From an optimization exercise on the open Yosys and OpenROAD flow, aimed at small area; shortcuts taken in it are not production practice.
The RTL was checked by simulation tests, not by an equivalence proof against the original design.
Power is estimated from default activity; no workload was simulated.

### config.mk
export PLATFORM = sky130hd
export DESIGN_NAME = controller
export DESIGN_NICKNAME = controller
export VERILOG_FILES = /design/flow/design.v
export SDC_FILE = /design/flow/constraint.sdc
export NUM_CORES = 4
export LEC_CHECK = 0
export CAP_MARGIN = 20
export CORE_MARGIN = 2
export CORE_UTILIZATION = 60
export CTS_BUF_LIST = sky130_fd_sc_hd__clkbuf_8
export CTS_CLUSTER_DIAMETER = 50
export CTS_CLUSTER_SIZE = 16
export PLACE_DENSITY = 0.7
export SLEW_MARGIN = 20
### constraint.sdc
create_clock -name core_clock -period 10.0 [get_ports {clk}]
set_input_delay 2.0000 -clock core_clock [delete_from_list [all_inputs] [get_ports {clk}]]
set_output_delay 2.0000 -clock core_clock [all_outputs]
set_load 0.01 [all_outputs]
### design.v
module l1 (
    input clk,
    input rst,
    input we,
    input [31:0] a,
    input [31:0] data,
    output logic hit,
    output logic [31:0] q
);
  logic [15:0] valid;
  logic [27:0] tag [16];
  logic [31:0] line[16];
  wire [15:0] sel = 16'd1 << a[3:0];
  always_ff @(posedge clk or posedge rst) begin
    if (rst) valid <= 16'd0;
    else if (we) valid <= valid | sel;
  end
  always_ff @(posedge clk) begin
    for (int i = 0; i < 16; i++)
      if (we && sel[i]) begin
        tag[i]  <= a[31:4];
        line[i] <= data;
      end
  end
  logic [27:0] tq;
  logic        vq;
  always_comb begin
    tq = '0;
    q  = '0;
    vq = 1'b0;
    for (int i = 0; i < 16; i++) begin
      tq = tq | (tag[i] & {28{sel[i]}});
      q  = q | (line[i] & {32{sel[i]}});
      vq = vq | (valid[i] & sel[i]);
    end
    hit = vq && (tq == a[31:4]);
  end
endmodule
module l2 (
    input clk,
    input rst,
    input we,
    input [31:0] a,
    input [31:0] data,
    output logic hit,
    output logic [31:0] q
);
  logic [3:0]  valid[16];
  logic [25:0] tag  [16][4];
  logic [31:0] line [16][4];
  wire [15:0] sel = 16'd1 << a[5:2];
  logic [3:0]  vq;
  logic [25:0] tq[4];
  logic [31:0] dq[4];
  always_comb begin
    vq = '0;
    for (int w = 0; w < 4; w++) begin
      tq[w] = '0;
      dq[w] = '0;
    end
    for (int i = 0; i < 16; i++) begin
      vq = vq | (valid[i] & {4{sel[i]}});
      for (int w = 0; w < 4; w++) begin
        tq[w] = tq[w] | (tag[i][w] & {26{sel[i]}});
        dq[w] = dq[w] | (line[i][w] & {32{sel[i]}});
      end
    end
  end
  wire [3:0] free = {vq[2] & ~vq[3], vq[1] & ~vq[2], vq[0] & ~vq[1], ~vq[0]};
  always_ff @(posedge clk or posedge rst) begin
    if (rst) begin
      for (int i = 0; i < 16; i++) valid[i] <= 4'd0;
    end else if (we) begin
      for (int i = 0; i < 16; i++)
        if (sel[i]) valid[i] <= valid[i] | free;
    end
  end
  always_ff @(posedge clk) begin
    for (int i = 0; i < 16; i++)
      for (int w = 0; w < 4; w++)
        if (we && sel[i] && free[w]) begin
          tag[i][w]  <= a[31:6];
          line[i][w] <= data;
        end
  end
  logic [3:0] m;
  always_comb begin
    for (int w = 0; w < 4; w++) m[w] = vq[w] && (tq[w] == a[31:6]);
    hit = |m;
    q = m[0] ? dq[0] : m[1] ? dq[1] : m[2] ? dq[2] : dq[3];
  end
endmodule
module mem (
    input clk,
    input rst,
    input we,
    input [4:0] a,
    input [31:0] data,
    output logic [31:0] q
);
  logic [31:0] valid;
  logic [31:0] word[32];
  wire [31:0] sel = 32'd1 << a;
  always_ff @(posedge clk or posedge rst) begin
    if (rst) valid <= 32'd0;
    else if (we) valid <= valid | sel;
  end
  always_ff @(posedge clk) begin
    for (int k = 0; k < 32; k++)
      if (we && sel[k]) word[k] <= data;
  end
  always_comb begin
    q = '0;
    for (int k = 0; k < 32; k++) q = q | (word[k] & {32{sel[k] & valid[k]}});
  end
endmodule
module controller #(
    parameter WORD_SIZE = 32,
    parameter L1_DELAY  = 3,
    parameter L2_DELAY  = 3
) (
    input clk,
    input rst,
    input wr_en,
    input [WORD_SIZE - 1:0] addr,
    input [WORD_SIZE - 1:0] data,
    output logic [WORD_SIZE - 1:0] data_out
);
  logic [31:0] addr_prev;
  logic [1:0]  cnt;
  logic        phase;
  logic        l1_hit, l2_hit;
  logic [31:0] l1_out, l2_out, mem_out;
  wire cache_we = phase & wr_en;
  l1 l1_cache (
      .clk(clk), .rst(rst), .we(cache_we), .a(addr_prev), .data(data),
      .hit(l1_hit), .q(l1_out)
  );
  l2 l2_cache (
      .clk(clk), .rst(rst), .we(cache_we), .a(addr_prev), .data(data),
      .hit(l2_hit), .q(l2_out)
  );
  mem memory (
      .clk(clk), .rst(rst), .we(wr_en), .a(addr[4:0]), .data(data), .q(mem_out)
  );
  wire same = (addr == addr_prev);
  wire use1 = ~phase & l1_hit;
  wire use2 = ~phase & l2_hit;
  always_ff @(posedge clk or posedge rst) begin
    if (rst) begin
      phase     <= 1'b0;
      cnt       <= 2'd0;
      addr_prev <= 32'd0;
      data_out  <= 32'd0;
    end else begin
      phase     <= ~phase;
      addr_prev <= addr;
      if (!same) cnt <= 2'd0;
      else begin
        cnt <= cnt + 2'd1;
        if (cnt == 2'd3)
          data_out <= wr_en ? data : use1 ? l1_out : use2 ? l2_out : mem_out;
      end
    end
  end
endmodule
### run.sh
#!/bin/bash
# synth_recipe.tcl (not shown) runs the flow's synth.tcl, then flattens the netlist and writes it again
# the make line also repeats each setting of config.mk as NAME=value (left out here)
make -C /OpenROAD-flow-scripts/flow DESIGN_CONFIG=/design/flow/config.mk WORK_HOME=/design/flow/orfs CLKGATE_MAP_FILE= SYNTH_SCRIPT=/design/flow/synth_recipe.tcl finish
==> run notes <==
worst register-to-register path, stage by stage (launching register included):
cell and delay [ns]:
dfrtp_4 1.01, buf_12 0.64, buf_4 0.58, nor2b_4 0.07, buf_4 0.30, buf_4 0.37
a221oi_2 0.32, nor3_1 0.09, nor4_1 0.52, xnor2_1 0.15, nor4_1 0.36, nand4_1 0.23
nor2_4 0.15, buf_4 0.71, mux2i_1 0.84, o211a_1 0.52, o31ai_1 0.14
cells by family after synthesis:
kind of cell / after synthesis
AO/OA/AOI/OAI: 3280
flip-flops: 5875
buffers and inverters: 846
adder cells (fa/ha/maj): 1
AND/OR/NAND/NOR: 1477
multiplexers: 393
XOR/XNOR: 160
report_power, final:
| part | switching (mW) | leakage [nW] | internal (mW) |
|---|---|---|---|
| Sequential | 0.137 | 53.5 | 27.2 |
| Combinational | 2.09 | 15.3 | 0.663 |
| Clock | 8.18 | 5.29 | 6.15 |
| Total | 10.4 | 74.1 | 34.0 |
flip-flops by register name, summed over array words and instances, names as in the netlist:
register,flops
addr_prev,32
cnt,2
data_out,32
l1_cache.line,512
l1_cache.tag,448
l1_cache.valid,16
l2_cache.line,2048
l2_cache.tag,1664
l2_cache.valid,64
memory.valid,32
memory.word,1024
phase,1
metal layers:
metal	vias to the layer above	global-route usage (%)
met5	-	0.0129
met4	36	23.2
met3	2702	11.3
met2	13600	58.7
met1	67400	52.9
li1	50900	-
stage by stage:
stage	power, mW	hold WS [ns]
4_1_cts	44.2	0.454
5_1_grt	45.2	0.481
2_1_floorplan	29.0	0.417
6_report	44.4	0.462
3_5_place_dp	30.4	0.434
3_3_place_gp	30.4	0.443
placed cells by master, fill, tap and decap left out, types with 40 or more instances in the layout:
cell | netlist | layout
o21ai_0 | 142 | 141
mux2i_1 | 281 | 281
clkinv_2 | 0 | 50
inv_1 | 14 | 75
xnor2_1 | 82 | 82
or2_2 | 119 | 119
a31oi_1 | 76 | 76
clkinvlp_4 | 0 | 53
bufinv_16 | 0 | 54
a221oi_1 | 676 | 676
clkbuf_8 | 0 | 498
a21oi_1 | 137 | 137
dfrtp_1 | 179 | 147
nor2_1 | 261 | 140
o22ai_1 | 148 | 148
nor4_1 | 76 | 74
and3_1 | 44 | 40
nand3_1 | 154 | 153
xor2_1 | 78 | 78
a22o_1 | 694 | 694
buf_4 | 34 | 513
o221ai_1 | 61 | 61
clkinv_1 | 0 | 43
nor3_1 | 91 | 72
mux2_2 | 94 | 94
a22oi_1 | 980 | 980
or4_1 | 45 | 45
nor2_4 | 1 | 121
nand2_1 | 184 | 184
clkdlybuf4s50_1 | 0 | 65
a32oi_1 | 41 | 41
nand4_1 | 246 | 246
edfxtp_1 | 5696 | 5696
worst min path at each step:
stage | from | endpoint | slack, ns | cells after the start
4_1_cts | cnt[0] | cnt[0] | 0.45 | 1
3_5_place_dp | cnt[0] | cnt[0] | 0.43 | 1
5_1_grt | memory.valid[8] | memory.valid[8] | 0.48 | 1
2_1_floorplan | cnt[0] | cnt[0] | 0.42 | 1
6_report | cnt[0] | cnt[0] | 0.46 | 1
3_3_place_gp | memory.valid[8] | memory.valid[8] | 0.44 | 1
final cells by class:
cell class                      instances  area [sq um]  share of cell area, %
Sequential cell                      5875        176000                   73.7
Multi-Input combinational cell       5311         41400                   17.4
Clock buffer                          498          6850                   2.88
Tap cell                             4816          6030                   2.53
Timing Repair Buffer                  601          4950                   2.08
Clock inverter                        334          3320                   1.40
Inverter                               14          62.6                 0.0263
Antenna cell                           19          47.5                 0.0200
==> run notes <==
outcome=finished clean; synth unique cells=99; min setup slack post-route=2.89 ns; crit path kind=flip-flop to flip-flop; fin crit period=7.11 ns; First-pass DRT Iterations=9; IO Port Bufs=98; Final Cell Area=238000 sq um; total CTS buffers=479; M1 WL=244 mm; FF-to-FF path depth=16; count leader, synth=edfxtp_1; slowest stage delay, CP=1.01 ns; unrepaired setup endpoints after global routing=no; fmax=0.141 GHz; fin nets=12.4k; GP Congestion=0.952; CP required=11.11 ns; FFs w/ async S/R, synth=3.05%; layout cells sized above 1=14.1%; crit path buf inv count=5; Placement Setup Slack=3.18 ns; fill count=23.9k; Rows=222; drt initial violations=26.9k; critical path's most frequent cell=buf_4; CP Capture Type=flip-flop; initial core utilization=60.1%; post-synthesis simple-gate area fraction=3.79%; Post-Place Cells=16.6k; arrival time at the worst endpoint=8.22 ns; CP top delay family=buffers and inverters; die height=609 um; Setup crit end=data_out[17]; Synth Area in Adders=0.00570%; Synth Area per Inst=18.2 sq um; dominant cells by area after synthesis=edfxtp_1 (78%), a22oi_1 (3.4%), a22o_1 (2.8%); Crit path depth=16; gr ovfl total=0; leak pwr=74.1 nW; hold crit path type=flip-flop to flip-flop; setup bufs post-CTS=0; Synth Area in Compound Gates=11.9%; worst slew pin tran=1.22 ns; routed wire length=746 mm; synthesized-area fraction occupied by xor and xnor cells=0.639%; Syn. warnings=12; antenna viol nets, final=0; clk slew on worst S/H paths=0.10 ns; Post-synth EDFFs=5696; reg-to-reg startpoint=addr_prev[4]; Tcrit/Tclk final=71.1%; crit path from=addr_prev[4]; die area=370000 sq um; Met3 Wirelength=120 mm; CTS Buffer Depth=4; vias=135k; DIE WIDTH=609 um; Max Cap Viol=0; hpwl dp=395 mm; total power divided by cell area=186 nW/um^2; largest family of logic cells by synthesized area=compound AO/OA/AOI/OAI gates; Slew headroom=18.5%; Area growth syn-to-layout=8.62%; Finished Layout Cells=17.5k; most frequent cells after synthesis=edfxtp_1 (5696), a22oi_1 (980), a22o_1 (694), a221oi_1 (676), clkbuf_1 (480); Synth Flop Type=edfxtp_1; antenna violations before repair=42; first-pass GRT wire length=1020 mm; Startpoint Class=flip-flop; vias in the first global route=128k; Placed Instance Area=228000 sq um; met2 WL=327 mm; maximum vdd ir drop=0.000185 V; post-layout util=65.3%; GRT Total Usage=39.6%; CTS Root Cell=clkbuf_8; Max Clock Skew=0.117 ns; # clock sinks=5875; Yosys top cell area share=78.0%; Final Hold Fails=0; critical path's slowest cell=dfrtp_4; crit-path max FO=72; Clock Latency Late Sink=1.26 ns; mux contribution to synthesized area=1.92%; top sig layer=met5; Setup Viol. Count Final=0; Syn Nets=12.1k; largest net degree at the start of global routing=102; H-Tree Level Count=5; average wire per standard cell=42.7 um; cell taking the most area after synthesis=edfxtp_1; vias per cell=7.71; # DRC=0; Ports=99; Max Slew Vio Count=0; worst-path cell chain=buf_12 > buf_4 > nor2b_4 > buf_4 > buf_4 > a221oi_2 > nor3_1 > nor4_1 > xnor2_1 > nor4_1 > nand4_1 > nor2_4 > buf_4 > mux2i_1 > o211a_1 > o31ai_1; r2r setup slk=2.89 ns; CTS tree=done; setup TNS=0 ns; sequential area share after synthesis=80.0%; FF+latch count, synth=5875; core area=365000 sq um; Critical R2R Capture=data_out[17]; Synth Instances=12.0k; CTS resizes=0; Syn Std Cell Area=219000 sq um; hold buffers post-CTS=0

## afterwards: timing with drivers on the ports
The results above use ideal ports. As a check the final layout listed here was re-extracted and re-timed, cells and wires unchanged. Step 1, drivers: a clkbuf_16 drives clk and a buf_2 each remaining input, both assumed. Step 2 also shifts input and output timing later by t, the mid clock arrival at the registers, as if the neighbouring blocks saw the same clock. Three values: ideal ports, drivers, drivers and shift; two values: the first two.
t (ns): 1.312
setup WS [ns]: 2.893 / 2.893 / 2.893
worst setup path after step 2: register to register
After both steps setup and hold are still met in this run. The setup slack of this run moves by 0.000 ns with the drivers and by 0.000 ns with both steps.
